This is an optimization exercise on Yosys and OpenROAD, whose aim is small area and a short achievable clock period, not a production implementation. At most, simulation tests tie the RTL to the original design; equivalence was not proved. Only the layout flow was run in run 2; the RTL was not checked for function there. No driver is modelled on the clock port, so clock power and skew are understated where the tree is cut down; a real chip needs a root buffer or a tree. Power figures rest on the tool's default switching activity, not on a simulated workload.

## flow/design.v (module list and top-level ports; edited modules follow where they fit)
// module csa_fa: 7 lines
// module g_xor2: 3 lines
// module g_xnor2: 3 lines
// module g_maj3: 3 lines
// module g_or2: 3 lines
// module csa_ffa: 9 lines
// module csa_han: 7 lines
// module mini_cnn: 1001 lines
module mini_cnn (
    input         clk,
    input         reset,
    input  [7:0]  pxl_in,
    input  [7:0]  k00, k01, k02,
    input  [7:0]  k10, k11, k12,
    input  [7:0]  k20, k21, k22,
    input  [15:0] w0, w1, w2, w3,
    input  [15:0] bias,
    output [15:0] pool_out,
    output [15:0] fc_out,
    output reg    out_valid
);
  // ...
==> flow/flow/run.sh <==
#!/bin/bash
# The standard ORFS layout with these changes:
#  - port buffers are the smallest buffer (buf_1),
#  - clock tree synthesis with clkbuf_8 buffers, clusters of at most 16 sinks,
#    and without dummy loads,
#  - after clock tree synthesis the tree's root buffer is removed, so the clock
#    port drives the tree's first-level buffers directly (flow/noroot.tcl), and
#    if there are two of them, each is split in two, so that the port drives
#    four buffers, each driving the nearer half of the leaf buffers; these
#    first-level buffers are then clkbuf_16 (flow/split.tcl),
#  - the multiplier operand flops get drive strength 2 (flow/upsize.tcl),
#  - the output port buffers get drive strength 2 (flow/outbuf.tcl),
#  - the fast adders' majority gates are maj3_1 (flow/downsize.tcl).
# Each tool's output goes to its own log here.
set -uo pipefail
bash standard.sh synth > synth.log 2>&1 || exit 1
CTS="-sink_clustering_enable -repair_clock_nets -sink_clustering_size 16 -sink_clustering_max_diameter 60"
CTS="$CTS -buf_list {sky130_fd_sc_hd__clkbuf_8} -dont_use_dummy_load"
bash standard.sh "BUFFER_PORTS_ARGS=-buffer_cell sky130_fd_sc_hd__buf_1" \
  "CTS_ARGS=$CTS" "POST_CTS_TCL=$PWD/flow/post_cts.tcl" finish > layout.log 2>&1 || exit 1
==> flow/flow/downsize.tcl <==
# The fast adders' majority gates were modelled (gen/gen.py) as maj3_1; synthesis
# maps the one-gate module to maj3_2. Use maj3_1.
set n 0
foreach inst [[ord::get_db_block] getInsts] {
  if {[[$inst getMaster] getName] eq "sky130_fd_sc_hd__maj3_2"} {
    replace_cell [get_cells [$inst getName]] sky130_fd_sc_hd__maj3_1
    incr n
  }
}
puts "downsize: $n maj3_2 to maj3_1"
if {$n > 0} { detailed_placement; estimate_parasitics -placement }
==> flow/flow/noroot.tcl <==
# Drop the clock tree's root buffer: the clock port then drives the tree's
# first-level buffers (two of them) directly.
set block [ord::get_db_block]
set clk [[$block findBTerm clk] getNet]
set roots {}
foreach it [$clk getITerms] { if {[$it isInputSignal]} { lappend roots [$it getInst] } }
if {[llength $roots] == 1} {
  set root [lindex $roots 0]
  set rn [[$root findITerm X] getNet]
  set loads {}
  foreach it [$rn getITerms] { if {[$it isInputSignal]} { lappend loads $it } }
  if {[llength $loads] <= 4} {
    foreach it $loads { $it disconnect; $it connect $clk }
    [$root findITerm A] disconnect
    odb::dbInst_destroy $root
    odb::dbNet_destroy $rn
    puts "noroot: removed [$root getName], clock port now drives [llength $loads] buffers"
  }
}
==> flow/flow/outbuf.tcl <==
# Output port buffers: drive strength 2.
set n 0
foreach bt [[ord::get_db_block] getBTerms] {
  if {[$bt getIoType] ne "OUTPUT"} continue
  set net [$bt getNet]
  foreach it [$net getITerms] {
    if {[$it isOutputSignal] && [[[$it getInst] getMaster] getName] eq "sky130_fd_sc_hd__buf_1"} {
      replace_cell [get_cells [[$it getInst] getName]] sky130_fd_sc_hd__buf_2
      incr n
    }
  }
}
puts "outbuf: $n output buffers to buf_2"
if {$n > 0} { detailed_placement; estimate_parasitics -placement }
==> flow/flow/post_cts.tcl <==
# Run after clock tree synthesis (ORFS POST_CTS_TCL hook).
set here [file dirname [info script]]
source $here/noroot.tcl
source $here/split.tcl
source $here/upsize.tcl
source $here/outbuf.tcl
source $here/downsize.tcl
==> flow/flow/split.tcl <==
set block [ord::get_db_block]
set clk [[$block findBTerm clk] getNet]
set mids {}
foreach it [$clk getITerms] { if {[$it isInputSignal]} { lappend mids [$it getInst] } }
if {[llength $mids] == 2} {
  set made 0
  foreach m $mids {
    set out [[$m findITerm X] getNet]
    set loads {}
    foreach it [$out getITerms] { if {[$it isInputSignal]} { lappend loads $it } }
    if {[llength $loads] < 4} continue
    set xs {}; set ys {}
    foreach it $loads { lassign [[$it getInst] getLocation] x y; lappend xs $x; lappend ys $y }
    set sx [expr {[tcl::mathfunc::max {*}$xs] - [tcl::mathfunc::min {*}$xs]}]
    set sy [expr {[tcl::mathfunc::max {*}$ys] - [tcl::mathfunc::min {*}$ys]}]
    set idx [expr {$sx >= $sy ? 0 : 1}]
    set keyed {}
    foreach it $loads { lappend keyed [list [lindex [[$it getInst] getLocation] $idx] $it] }
    set keyed [lsort -integer -index 0 $keyed]
    set half [expr {[llength $keyed] / 2}]
    set first [lrange $keyed 0 [expr {$half - 1}]]
    set second [lrange $keyed $half end]
    set name "[$m getName]_split"
    set nb [odb::dbInst_create $block [$m getMaster] $name]
    set nn [odb::dbNet_create $block "${name}_net"]
    $nn setSigType CLOCK
    [$nb findITerm A] connect $clk
    [$nb findITerm X] connect $nn
    set cx 0; set cy 0
    foreach e $second { set it [lindex $e 1]; $it disconnect; $it connect $nn
      lassign [[$it getInst] getLocation] x y; set cx [expr {$cx + $x}]; set cy [expr {$cy + $y}] }
    set n2 [llength $second]
    $nb setLocation [expr {$cx / $n2}] [expr {$cy / $n2}]
    $nb setPlacementStatus PLACED
    set cx 0; set cy 0
    foreach e $first { lassign [[[lindex $e 1] getInst] getLocation] x y; set cx [expr {$cx + $x}]; set cy [expr {$cy + $y}] }
    set n1 [llength $first]
    $m setLocation [expr {$cx / $n1}] [expr {$cy / $n1}]
    incr made
  }
  if {$made} {
    global_connect
    detailed_placement
    estimate_parasitics -placement
  }
  puts "split: clock port now drives [expr {2 + $made}] buffers"
}

# The buffers the clock port drives get the largest clock buffer.
set clk [[[ord::get_db_block] findBTerm clk] getNet]
set up 0
foreach it [$clk getITerms] {
  if {[$it isInputSignal] && [[[$it getInst] getMaster] getName] ne "sky130_fd_sc_hd__clkbuf_16"} {
    replace_cell [get_cells [[$it getInst] getName]] sky130_fd_sc_hd__clkbuf_16
    incr up
  }
}
if {$up} { detailed_placement; estimate_parasitics -placement }
puts "split: $up first-level clock buffers to clkbuf_16"
==> flow/flow/upsize.tcl <==
set n 0
foreach c [get_cells -quiet {pa* ka* dsh* wd* grp_first*}] {
  if {[get_property [get_lib_cells -of_objects $c] name] eq "sky130_fd_sc_hd__dfxtp_1"} {
    replace_cell $c sky130_fd_sc_hd__dfxtp_2
    incr n
  }
}
puts "upsize: $n flops to dfxtp_2"
if {$n > 0} {
  detailed_placement
  estimate_parasitics -placement
}
==> flow/standard.sh <==
#!/bin/bash
# synth_recipe.tcl (not shown) runs the flow's synth.tcl, then flattens the netlist and writes it again
# the make line also repeats each setting of config.mk as NAME=value (left out here)
make -C /OpenROAD-flow-scripts/flow DESIGN_CONFIG=/design/flow/config.mk WORK_HOME=/design/flow/orfs CLKGATE_MAP_FILE= SYNTH_SCRIPT=/design/flow/synth_recipe.tcl "${@:-finish}"
==> flow/config.mk <==
export PLATFORM = sky130hd
export DESIGN_NAME = mini_cnn
export DESIGN_NICKNAME = mini_cnn
export VERILOG_FILES = /design/flow/design.v
export SDC_FILE = /design/flow/constraint.sdc
export NUM_CORES = 4
export LEC_CHECK = 0
export CAP_MARGIN = 50
export CORE_MARGIN = 2
export CORE_UTILIZATION = 65
export CTS_BUF_LIST = sky130_fd_sc_hd__clkbuf_8 sky130_fd_sc_hd__clkbuf_16
export CTS_CLUSTER_DIAMETER = 60
export CTS_CLUSTER_SIZE = 30
export SLEW_MARGIN = 70
export SYNTH_HIERARCHICAL = 1
export SYNTH_MINIMUM_KEEP_SIZE = 0
==> flow/constraint.sdc <==
create_clock -name core_clock -period 13.0 [get_ports {clk}]
set_input_delay 2.6000 -clock core_clock [delete_from_list [all_inputs] [get_ports {clk}]]
set_output_delay 2.6000 -clock core_clock [all_outputs]
set_load 0.01 [all_outputs]
==> flow_summary.ini, run 1 <==
[grt]
use_met3_pct = 5.158
gr-total-overflow = 0
antenna_found_initial = 1
top_usage_layer = met2
gr-usage-all-layers_pct = 28.94

[setup_path]
cpMostUsedCell = maj3_1
slowest_delay_ns = 0.49
worstRegToRegCells = 9
r2r_slack_ns = 9.44
worst_path_dominant_cell_family = adder cells
crit_path_start_kind = flip-flop
cp_max_fo = 8
required_ns = 13.19

[detailed_routing]
dr.pass1.iters = 8
ant_nets = 0
top_layer_used = met4
wire_per_inst_um = 18.61
wl_met1_um = 18040

[power_and_ir_drop]
sequentialPower_mw = 1.32
p_int_mw = 2.909
power_leader = combinational cells
ir_worst_vdd_mv = 0.1511

[run_status]
status = finished clean

[cells_and_area]
seq_area_um2 = 6679
fillers = 2178
final_layout_size_suffix_gt1_share_pct = 11.04
diodes = 1
inv_count = 58

[die]
core-area_um2 = 27630
initial_core_util_pct = 65.56
ioPinCount = 195

[hold_path]
min_to = sr[4][2]

[sta]
rsz0062_at_grt = no
fin_crit_ns = 3.561
period_share_pct = 27.39

[placed_design]
preCtsSetupSlack_ns = 9.453

[clock_tree]
cts_sinks = 319

[logic_synthesis]
syn_area_per_cell_um2 = 10.26

[flow_run]
maxCapViolations = 0
==> inputs of run 2 (changes only) <==
--- a/flow/design.v
+++ b/flow/design.v
@@ -335,23 +335,23 @@
     wire ac13 = nacc_c[13] | initB;
     wire as14 = nacc_s[14] | initB;
     wire ac14 = nacc_c[14] | initB;
     wire as15 = nacc_s[15] | initB;
     wire ac15 = nacc_c[15] | initB;
     wire cb1, cb2;
     csa_han u_cb1 (pp0_0_5, pp0_1_4, cb1, cb2);
     wire cb3, cb4;
-    csa_ffa u_cb3 (pp0_0_6, pp0_1_5, pp0_2_4, cb3, cb4);
+    csa_fa u_cb3 (pp0_0_6, pp0_1_5, pp0_2_4, cb3, cb4);
     wire cb5, cb6;
-    csa_ffa u_cb5 (pp0_3_3, pp0_4_2, pp0_5_1, cb5, cb6);
+    csa_fa u_cb5 (pp0_3_3, pp0_4_2, pp0_5_1, cb5, cb6);
     wire cb7, cb8;
     csa_han u_cb7 (pp0_6_0, pp1_0_6, cb7, cb8);
     wire cb9, cb10;
-    csa_ffa u_cb9 (pp0_0_7, pp0_1_6, pp0_2_5, cb9, cb10);
+    csa_fa u_cb9 (pp0_0_7, pp0_1_6, pp0_2_5, cb9, cb10);
     wire cb11, cb12;
     csa_ffa u_cb11 (pp0_3_4, pp0_4_3, pp0_5_2, cb11, cb12);
     wire cb13, cb14;
     csa_ffa u_cb13 (pp0_6_1, pp0_7_0, pp1_0_7, cb13, cb14);
     wire cb15, cb16;
     csa_ffa u_cb15 (pp1_1_6, pp1_2_5, pp1_3_4, cb15, cb16);
     wire cb17, cb18;
     csa_fa u_cb17 (pp1_4_3, pp1_5_2, pp1_6_1, cb17, cb18);
@@ -409,39 +409,39 @@
     csa_fa u_cb69 (pp2_2_5, pp2_3_4, pp2_4_3, cb69, cb70);
     wire cb71, cb72;
     csa_fa u_cb71 (pp2_5_2, pp2_6_1, pp2_7_0, cb71, cb72);
     wire cb73, cb74;
     csa_fa u_cb73 (as7, ac7, cb8, cb73, cb74);
     wire cb75, cb76;
     csa_ffa u_cb75 (cb4, cb6, cb9, cb75, cb76);
     wire cb77, cb78;
-    csa_ffa u_cb77 (cb11, cb13, cb15, cb77, cb78);
+    csa_fa u_cb77 (cb11, cb13, cb15, cb77, cb78);
     wire cb79, cb80;
     csa_fa u_cb79 (pp2_1_7, pp2_2_6, pp2_3_5, cb79, cb80);
     wire cb81, cb82;
     csa_fa u_cb81 (pp2_4_4, pp2_5_3, pp2_6_2, cb81, cb82);
     wire cb83, cb84;
     csa_fa u_cb83 (pp2_7_1, as8, ac8, cb83, cb84);
     wire cb85, cb86;
     csa_ffa u_cb85 (cb27, cb10, cb12, cb85, cb86);
     wire cb87, cb88;
     csa_ffa u_cb87 (cb14, cb16, cb18, cb87, cb88);
     wire cb89, cb90;
-    csa_ffa u_cb89 (cb19, cb21, cb23, cb89, cb90);
+    csa_fa u_cb89 (cb19, cb21, cb23, cb89, cb90);
     wire cb91, cb92;
     csa_fa u_cb91 (pp1_5_4, pp1_6_3, pp1_7_2, cb91, cb92);
     wire cb93, cb94;
     csa_fa u_cb93 (pp2_2_7, pp2_3_6, pp2_4_5, cb93, cb94);
     wire cb95, cb96;
     csa_fa u_cb95 (pp2_5_4, pp2_6_3, pp2_7_2, cb95, cb96);
     wire cb97, cb98;
     csa_fa u_cb97 (as9, ac9, cb28, cb97, cb98);
     wire cb99, cb100;
-    csa_ffa u_cb99 (cb20, cb22, cb24, cb99, cb100);
+    csa_fa u_cb99 (cb20, cb22, cb24, cb99, cb100);
     wire cb101, cb102;
     csa_fa u_cb101 (cb26, cb29, cb31, cb101, cb102);
     wire cb103, cb104;
     csa_fa u_cb103 (pp0_5_5, pp0_6_4, pp0_7_3, cb103, cb104);
     wire cb105, cb106;
     csa_fa u_cb105 (pp1_3_7, pp1_4_6, pp1_5_5, cb105, cb106);
     wire cb107, cb108;
     csa_fa u_cb107 (pp1_6_4, pp1_7_3, pp2_3_7, cb107, cb108);
@@ -485,31 +485,31 @@
     csa_fa u_cb145 (cb44, cb40, cb42, cb145, cb146);
     wire cb147, cb148;
     csa_fa u_cb147 (cb45, cb47, cb49, cb147, cb148);
     wire cb149, cb150;
     csa_fa u_cb149 (cb54, cb46, cb48, cb149, cb150);
     wire cb151, cb152;
     csa_fa u_cb151 (cb50, cb52, cb55, cb151, cb152);
     wire cb153, cb154;
-    csa_ffa u_cb153 (cb57, cb59, cb61, cb153, cb154);
+    csa_fa u_cb153 (cb57, cb59, cb61, cb153, cb154);
     wire cb155, cb156;
     csa_fa u_cb155 (cb63, cb3, cb5, cb155, cb156);
     wire cb157, cb158;
     csa_fa u_cb157 (cb56, cb58, cb60, cb157, cb158);
     wire cb159, cb160;
     csa_fa u_cb159 (cb62, cb64, cb67, cb159, cb160);
     wire cb161, cb162;
-    csa_ffa u_cb161 (cb69, cb71, cb17, cb161, cb162);
+    csa_fa u_cb161 (cb69, cb71, cb17, cb161, cb162);
     wire cb163, cb164;
     csa_ffa u_cb163 (cb73, cb66, cb75, cb163, cb164);
     wire cb165, cb166;
     csa_fa u_cb165 (cb68, cb70, cb72, cb165, cb166);
     wire cb167, cb168;
-    csa_ffa u_cb167 (cb79, cb81, cb83, cb167, cb168);
+    csa_fa u_cb167 (cb79, cb81, cb83, cb167, cb168);
     wire cb169, cb170;
     csa_ffa u_cb169 (cb25, cb74, cb85, cb169, cb170);
     wire cb171, cb172;
     csa_ffa u_cb171 (cb87, cb76, cb78, cb171, cb172);
     wire cb173, cb174;
     csa_fa u_cb173 (cb80, cb82, cb84, cb173, cb174);
     wire cb175, cb176;
     csa_fa u_cb175 (cb91, cb93, cb95, cb175, cb176);
@@ -533,17 +533,17 @@
     csa_fa u_cb193 (cb110, cb112, cb115, cb193, cb194);
     wire cb195, cb196;
     csa_fa u_cb195 (cb117, cb119, cb121, cb195, cb196);
     wire cb197, cb198;
     csa_fa u_cb197 (pp1_5_7, pp1_6_6, pp1_7_5, cb197, cb198);
     wire cb199, cb200;
     csa_fa u_cb199 (pp2_5_7, pp2_6_6, pp2_7_5, cb199, cb200);
     wire cb201, cb202;
-    csa_ffa u_cb201 (as12, ac12, cb116, cb201, cb202);
+    csa_fa u_cb201 (as12, ac12, cb116, cb201, cb202);
     wire cb203, cb204;
     csa_fa u_cb203 (cb118, cb120, cb122, cb203, cb204);
     wire cb205, cb206;
     csa_fa u_cb205 (pp0_6_7, pp0_7_6, pp1_6_7, cb205, cb206);
     wire cb207, cb208;
     csa_fa u_cb207 (pp1_7_6, pp2_6_7, pp2_7_6, cb207, cb208);
     wire cb209, cb210;
     csa_fa u_cb209 (pp0_0_1, pp0_1_0, pp1_0_1, cb209, cb210);
@@ -571,35 +571,35 @@
     csa_ffa u_cb231 (cb143, cb145, cb147, cb231, cb232);
     wire cb233, cb234;
     csa_fa u_cb233 (cb142, cb65, cb144, cb233, cb234);
     wire cb235, cb236;
     csa_ffa u_cb235 (cb146, cb149, cb151, cb235, cb236);
     wire cb237, cb238;
     csa_ffa u_cb237 (cb148, cb153, cb155, cb237, cb238);
     wire cb239, cb240;
-    csa_ffa u_cb239 (cb150, cb157, cb159, cb239, cb240);
+    csa_fa u_cb239 (cb150, cb157, cb159, cb239, cb240);
     wire cb241, cb242;
-    csa_ffa u_cb241 (cb152, cb154, cb156, cb241, cb242);
+    csa_fa u_cb241 (cb152, cb154, cb156, cb241, cb242);
     wire cb243, cb244;
     csa_ffa u_cb243 (cb161, cb77, cb163, cb243, cb244);
     wire cb245, cb246;
     csa_fa u_cb245 (cb158, cb165, cb160, cb245, cb246);
     wire cb247, cb248;
     csa_fa u_cb247 (cb162, cb167, cb89, cb247, cb248);
     wire cb249, cb250;
     csa_ffa u_cb249 (cb169, cb164, cb171, cb249, cb250);
     wire cb251, cb252;
-    csa_ffa u_cb251 (cb166, cb173, cb168, cb251, cb252);
+    csa_fa u_cb251 (cb166, cb173, cb168, cb251, cb252);
     wire cb253, cb254;
     csa_ffa u_cb253 (cb175, cb101, cb177, cb253, cb254);
     wire cb255, cb256;
     csa_ffa u_cb255 (cb170, cb172, cb179, cb255, cb256);
     wire cb257, cb258;
-    csa_ffa u_cb257 (cb174, cb181, cb102, cb257, cb258);
+    csa_fa u_cb257 (cb174, cb181, cb102, cb257, cb258);
     wire cb259, cb260;
     csa_ffa u_cb259 (cb176, cb183, cb185, cb259, cb260);
     wire cb261, cb262;
     csa_ffa u_cb261 (cb178, cb187, cb180, cb261, cb262);
     wire cb263, cb264;
     csa_fa u_cb263 (cb189, cb114, cb182, cb263, cb264);
     wire cb265, cb266;
     csa_ffa u_cb265 (cb191, cb193, cb184, cb265, cb266);
@@ -639,17 +639,17 @@
     csa_fa u_cb299 (cb216, cb218, cb220, cb299, cb300);
     wire cb301, cb302;
     csa_fa u_cb301 (cb221, cb223, cb225, cb301, cb302);
     wire cb303, cb304;
     csa_fa u_cb303 (cb222, cb227, cb224, cb303, cb304);
     wire cb305, cb306;
     csa_fa u_cb305 (cb229, cb226, cb231, cb305, cb306);
     wire cb307, cb308;
-    csa_ffa u_cb307 (cb228, cb230, cb233, cb307, cb308);
+    csa_fa u_cb307 (cb228, cb230, cb233, cb307, cb308);
     wire cb309, cb310;
     csa_fa u_cb309 (cb235, cb232, cb237, cb309, cb310);
     wire cb311, cb312;
     csa_ffa u_cb311 (cb234, cb236, cb239, cb311, cb312);
     wire cb313, cb314;
     csa_fa u_cb313 (cb241, cb238, cb243, cb313, cb314);
     wire cb315, cb316;
     csa_ffa u_cb315 (cb240, cb242, cb245, cb315, cb316);
@@ -669,17 +669,17 @@
     csa_ffa u_cb329 (cb260, cb267, cb262, cb329, cb330);
     wire cb331, cb332;
     csa_fa u_cb331 (cb269, cb271, cb264, cb331, cb332);
     wire cb333, cb334;
     csa_ffa u_cb333 (cb266, cb273, cb268, cb333, cb334);
     wire cb335, cb336;
     csa_fa u_cb335 (cb275, cb277, cb270, cb335, cb336);
     wire cb337, cb338;
-    csa_ffa u_cb337 (cb272, cb279, cb274, cb337, cb338);
+    csa_fa u_cb337 (cb272, cb279, cb274, cb337, cb338);
     wire cb339, cb340;
     csa_fa u_cb339 (cb208, cb281, cb283, cb339, cb340);
     wire cb341, cb342;
     csa_fa u_cb341 (cb276, cb278, cb280, cb341, cb342);
     wire cb343, cb344;
     csa_fa u_cb343 (as15, ac15, cb282, cb343, cb344);
     wire cb345, cb346;
     csa_han u_cb345 (pp2_0_0, as0, cb345, cb346);
@@ -739,17 +739,17 @@
     csa_ffa u_cb399 (cb326, cb367, cb366, cb399, cb400);
     wire cb401, cb402;
     csa_ffa u_cb401 (cb330, cb369, cb368, cb401, cb402);
     wire cb403, cb404;
     csa_ffa u_cb403 (cb334, cb371, cb370, cb403, cb404);
     wire cb405, cb406;
     csa_ffa u_cb405 (cb338, cb373, cb372, cb405, cb406);
     wire cb407, cb408;
-    csa_ffa u_cb407 (cb375, cb342, cb374, cb407, cb408);
+    csa_fa u_cb407 (cb375, cb342, cb374, cb407, cb408);
     wire [15:0] nb_s = {cb407, cb405, cb403, cb401, cb399, cb397, cb395, cb393, cb391, cb389, cb387, cb385, cb383, cb381, cb379, cb377};
     wire [15:0] nb_c = {cb406, cb404, cb402, cb400, cb398, cb396, cb394, cb392, cb390, cb388, cb386, cb384, cb382, cb380, cb378, cb285};
     always @(posedge clk) begin
         nacc_s <= nb_s;
         nacc_c <= nb_c;
     end
     wire [15:0] S = ~(nacc_s + nacc_c + 16'd1);
     wire [14:0] relu = S[15] ? 15'd0 : S[14:0];
@@ -916,67 +916,67 @@
     wire fp4_14 = ~(wd[4] & dsh[10]);
     wire fp4_15 = ~(wd[4] & dsh[11]);
     wire fp5_15 = ~(wd[5] & dsh[10]);
     wire cf1, cf2;
     csa_han u_cf1 (fp0_15, fp1_15, cf1, cf2);
     wire cf3, cf4;
     csa_han u_cf3 (fp0_3, fp1_3, cf3, cf4);
     wire cf5, cf6;
-    csa_ffa u_cf5 (fp0_4, fp1_4, fp2_4, cf5, cf6);
+    csa_fa u_cf5 (fp0_4, fp1_4, fp2_4, cf5, cf6);
     wire cf7, cf8;
     csa_han u_cf7 (fp3_4, fp4_4, cf7, cf8);
     wire cf9, cf10;
-    csa_ffa u_cf9 (fp0_5, fp1_5, fp2_5, cf9, cf10);
+    csa_fa u_cf9 (fp0_5, fp1_5, fp2_5, cf9, cf10);
     wire cf11, cf12;
     csa_fa u_cf11 (fp3_5, fp4_5, fb5, cf11, cf12);
     wire cf13, cf14;
-    csa_ffa u_cf13 (fp0_6, fp1_6, fp2_6, cf13, cf14);
+    csa_fa u_cf13 (fp0_6, fp1_6, fp2_6, cf13, cf14);
     wire cf15, cf16;
     csa_ffa u_cf15 (fp3_6, fp4_6, fb6, cf15, cf16);
     wire cf17, cf18;
-    csa_ffa u_cf17 (fp0_7, fp1_7, fp2_7, cf17, cf18);
+    csa_fa u_cf17 (fp0_7, fp1_7, fp2_7, cf17, cf18);
     wire cf19, cf20;
     csa_ffa u_cf19 (fp3_7, fp4_7, fb7, cf19, cf20);
     wire cf21, cf22;
-    csa_ffa u_cf21 (fp0_8, fp1_8, fp2_8, cf21, cf22);
+    csa_fa u_cf21 (fp0_8, fp1_8, fp2_8, cf21, cf22);
     wire cf23, cf24;
     csa_ffa u_cf23 (fp3_8, fp4_8, fb8, cf23, cf24);
     wire cf25, cf26;
-    csa_ffa u_cf25 (fp0_9, fp1_9, fp2_9, cf25, cf26);
+    csa_fa u_cf25 (fp0_9, fp1_9, fp2_9, cf25, cf26);
     wire cf27, cf28;
     csa_ffa u_cf27 (fp3_9, fp4_9, fb9, cf27, cf28);
     wire cf29, cf30;
-    csa_ffa u_cf29 (fp0_10, fp1_10, fp2_10, cf29, cf30);
+    csa_fa u_cf29 (fp0_10, fp1_10, fp2_10, cf29, cf30);
     wire cf31, cf32;
     csa_ffa u_cf31 (fp3_10, fp4_10, fb10, cf31, cf32);
     wire cf33, cf34;
-    csa_ffa u_cf33 (fp0_11, fp1_11, fp2_11, cf33, cf34);
+    csa_fa u_cf33 (fp0_11, fp1_11, fp2_11, cf33, cf34);
     wire cf35, cf36;
     csa_ffa u_cf35 (fp3_11, fp4_11, fb11, cf35, cf36);
     wire cf37, cf38;
-    csa_ffa u_cf37 (fp0_12, fp1_12, fp2_12, cf37, cf38);
+    csa_fa u_cf37 (fp0_12, fp1_12, fp2_12, cf37, cf38);
     wire cf39, cf40;
     csa_ffa u_cf39 (fp3_12, fp4_12, fb12, cf39, cf40);
     wire cf41, cf42;
-    csa_ffa u_cf41 (fp0_13, fp1_13, fp2_13, cf41, cf42);
+    csa_fa u_cf41 (fp0_13, fp1_13, fp2_13, cf41, cf42);
     wire cf43, cf44;
     csa_ffa u_cf43 (fp3_13, fp4_13, fb13, cf43, cf44);
     wire cf45, cf46;
-    csa_ffa u_cf45 (fp0_14, fp1_14, fp2_14, cf45, cf46);
+    csa_fa u_cf45 (fp0_14, fp1_14, fp2_14, cf45, cf46);
     wire cf47, cf48;
     csa_ffa u_cf47 (fp3_14, fp4_14, fb14, cf47, cf48);
     wire cf49, cf50;
     csa_fa u_cf49 (fp2_15, fp3_15, fp4_15, cf49, cf50);
     wire cf51, cf52;
-    csa_ffa u_cf51 (fp5_15, fb15, cf1, cf51, cf52);
+    csa_fa u_cf51 (fp5_15, fb15, cf1, cf51, cf52);
     wire cf53, cf54;
     csa_han u_cf53 (fp0_2, fp1_2, cf53, cf54);
     wire cf55, cf56;
-    csa_ffa u_cf55 (fp2_3, fp3_3, fb3, cf55, cf56);
+    csa_fa u_cf55 (fp2_3, fp3_3, fb3, cf55, cf56);
     wire cf57, cf58;
     csa_fa u_cf57 (fb4, cf7, cf4, cf57, cf58);
     wire cf59, cf60;
     csa_ffa u_cf59 (cf8, cf6, cf9, cf59, cf60);
     wire cf61, cf62;
     csa_ffa u_cf61 (cf10, cf13, cf15, cf61, cf62);
     wire cf63, cf64;
     csa_ffa u_cf63 (cf14, cf17, cf19, cf63, cf64);
@@ -990,17 +990,17 @@
     csa_ffa u_cf71 (cf30, cf33, cf35, cf71, cf72);
     wire cf73, cf74;
     csa_ffa u_cf73 (cf34, cf37, cf39, cf73, cf74);
     wire cf75, cf76;
     csa_ffa u_cf75 (cf38, cf41, cf43, cf75, cf76);
     wire cf77, cf78;
     csa_ffa u_cf77 (cf42, cf45, cf47, cf77, cf78);
     wire cf79, cf80;
-    csa_ffa u_cf79 (cf46, cf49, cf48, cf79, cf80);
+    csa_fa u_cf79 (cf46, cf49, cf48, cf79, cf80);
     wire cf81, cf82;
     csa_han u_cf81 (fp0_1, fp1_1, cf81, cf82);
     wire cf83, cf84;
     csa_fa u_cf83 (fp2_2, fb2, cf53, cf83, cf84);
     wire cf85, cf86;
     csa_fa u_cf85 (cf3, cf54, cf55, cf85, cf86);
     wire cf87, cf88;
     csa_ffa u_cf87 (cf5, cf56, cf57, cf87, cf88);
==> flow/flow/run.sh (replaced) <==
#!/bin/bash
# The standard ORFS layout with these changes:
#  - port buffers are the smallest buffer (buf_1),
#  - clock tree synthesis with clkbuf_8 buffers, clusters of at most 16 sinks,
#    and without dummy loads,
#  - after clock tree synthesis the tree's root buffer is removed, so the clock
#    port drives the tree's first-level buffers directly (flow/noroot.tcl), and
#    if there are two of them, each is split in two, so that the port drives
#    four buffers, each driving the nearer half of the leaf buffers; these
#    first-level buffers are then clkbuf_16 (flow/split.tcl),
#  - the multiplier operand flops get drive strength 2 (flow/upsize.tcl),
#  - the output port buffers get drive strength 2 (flow/outbuf.tcl).
# Each tool's output goes to its own log here.
set -uo pipefail
bash standard.sh synth > synth.log 2>&1 || exit 1
CTS="-sink_clustering_enable -repair_clock_nets -sink_clustering_size 16 -sink_clustering_max_diameter 50"
CTS="$CTS -buf_list {sky130_fd_sc_hd__clkbuf_8} -dont_use_dummy_load"
bash standard.sh "BUFFER_PORTS_ARGS=-buffer_cell sky130_fd_sc_hd__buf_1" \
  "CTS_ARGS=$CTS" "POST_CTS_TCL=$PWD/flow/post_cts.tcl" finish > layout.log 2>&1 || exit 1
==> flow/flow/post_cts.tcl (replaced) <==
# Run after clock tree synthesis (ORFS POST_CTS_TCL hook).
set here [file dirname [info script]]
source $here/noroot.tcl
source $here/split.tcl
source $here/upsize.tcl
source $here/outbuf.tcl
removed: flow/flow/downsize.tcl
==> flow_summary.ini, run 2 <==
[die]
fp.dieW_um = 169.8
core-area_um2 = 26950
rows = 60
ioPinCount = 195
initial_core_util_pct = 66.33
die_h_um = 169.8
die_area_um2 = 28850

[sta]
setup_viol = 0
period_share_pct = 27.61
hold_viol = 0
rsz0062_at_grt = no
setup_ws_ns = 9.410
fin_crit_ns = 3.590
slew_viol_final = 0
finClkSkew_ns = 0.06864
setup_tns_ns = 0
fmax_mhz = 278.6
timing.hold.ws_ns = 0.3134

[cells_and_area]
final_common_cell = nand2_1
syn_to_final_growth_pct = 9.085
nets = 2227
final_cell_mix = 325 x nand2_1, 224 x dfxtp_1, 171 x xor2_1
regMostFlops = sr
largest_reg_flops = 160
fillers = 2046
fin_util_pct = 72.36
final_layout_size_suffix_gt1_share_pct = 15.95

[hold_path]
hold_path_startpoint = sr[17][4]
min_to = sr[18][4]
hold_class = reg2reg
holdPathStages = 0

[placed_design]
place.gp.congestion = 0.9484
port_buffers = 193
dpl.hpwl_um = 33110
preCtsSetupSlack_ns = 9.363

[grt]
grt_max_degree = 34
antenna_found_initial = 2
grt_pass1_vias = 13220
grt_first_pass_wirelength_um = 68120
gr-usage-all-layers_pct = 30.08
gr-total-overflow = 0

[logic_synthesis]
syn_area_um2 = 17880
postSynthCellCount = 1706
syn_nets = 2082
syn_area_per_cell_um2 = 10.48
yosys_warnings = 8

[run_status]
status = finished clean

[setup_path]
crit_path_end_kind = flip-flop
required_ns = 13.23
r2r_slack_ns = 9.41
worstRegToRegCells = 11
r2r_start = wd[1]
cp_max_fo = 15
criticalPathCategory = reg2reg
timing.rr.end = acc_fc[14]
crit_arrival_ns = 3.82
cp-startpoint = wd[1]
crit_path_start_kind = flip-flop

[clock_tree]
clk_pin_slew_ns = 0.09
cts_sinks = 319
clock_latency_ns = 0.35

[power_and_ir_drop]
ir_worst_vdd_mv = 0.1777
powerDensity_nw_per_um2 = 269.3
power.leakage_nw = 7.314

[flow_run]
maxCapViolations = 0

[detailed_routing]
wire_per_inst_um = 19.51
ant_nets = 0
vias = 13090
first_iter_violations = 1214
vias_per_cell = 5.971
dr.pass1.iters = 7
wl_um = 42770
remaining_drc_errors = 0
[run 2: where the power goes]
part	internal [mW]	switching [mW]
Combinational	1.55	1.82
Sequential	1.20	0.125
Clock	0.255	0.297
Total	3.01	2.24
[run 2: stage by stage]
step                total power, mW  cells  cell area (um^2)
finish                        5.253   2192             19500
global route                  5.719   2191             19500
detailed placement            4.689   2156             18840
global placement              4.546   2154             18730
floorplan                     4.034   1706             17880
[run 2: worst max-delay path, cell delays in order, from the launching register on]
cell and delay, ns:
dfxtp_2 0.54, nand2_1 0.13, or2_1 0.26, fa_1 0.48
maj3_2 0.33, ha_1 0.36, and3_1 0.19, a221o_2 0.40
a2111oi_4 0.37, o31ai_2 0.12, a21oi_2 0.16, xor2_1 0.15
[run 2: how the worst max path moves through the flow]
stage,cells after the start,endpoint,slack [ns]
floorplan,13,acc_fc[14],9.54
global placement,12,acc_fc[14],9.35
detailed placement,11,acc_fc[14],9.36
global route,12,acc_fc[14],9.28
finish,11,acc_fc[14],9.41
[run 2: area by class of cell, clock buffers not listed]
cell class | count | area, um^2 | share of cell area (%)
multi-input combinational | 1236 | 10830 | 55.54
timing repair buffer | 203 | 842.1 | 4.318
antenna | 2 | 5.005 | 0.02566
inverter | 58 | 217.7 | 1.116
tap | 341 | 426.7 | 2.188
sequential | 319 | 6679 | 34.25
[run 2: per-layer routing]
metal / vias to the layer above / track usage (%) / wire (um)
met4: 0 / 10.03 / 1406
met1: 6340 / 39.65 / 17930
met5: - / 0 / 0
li1: 6018 / - / -
met3: 123 / 4.698 / 3162
met2: 608 / 51.09 / 20270

## port drivers added, routing unchanged
The results above use ideal ports. As a check the final layouts listed here were re-extracted and re-timed, cells and wires unchanged. Step 1: set_driving_cell puts a clkbuf_16 on clk and a buf_2 on each other input, an assumption about the parent block. Step 2 adds t to the input delays and takes it off the output delays; t is the mean of the earliest and latest rising clock arrival at the registers after step 1. Input paths then give back, and output paths get back, about the clock's delay inside the block. a / b / c = ideal ports / drivers / drivers and shift; a / b = the first two.
run | shift t [ns] | setup WS [ns] | slew at the worst register clock pin (ns)
run 1 | 0.404 | 9.439 / 9.346 / 9.407 | 0.10 / 0.10
run 2 | 0.400 | 9.410 / 9.343 / 9.360 | 0.09 / 0.09
After both steps every run listed still meets setup and hold. For run 2, which loses most, drivers alone change the setup slack by -0.067 ns; drivers and shift together by -0.050 ns.
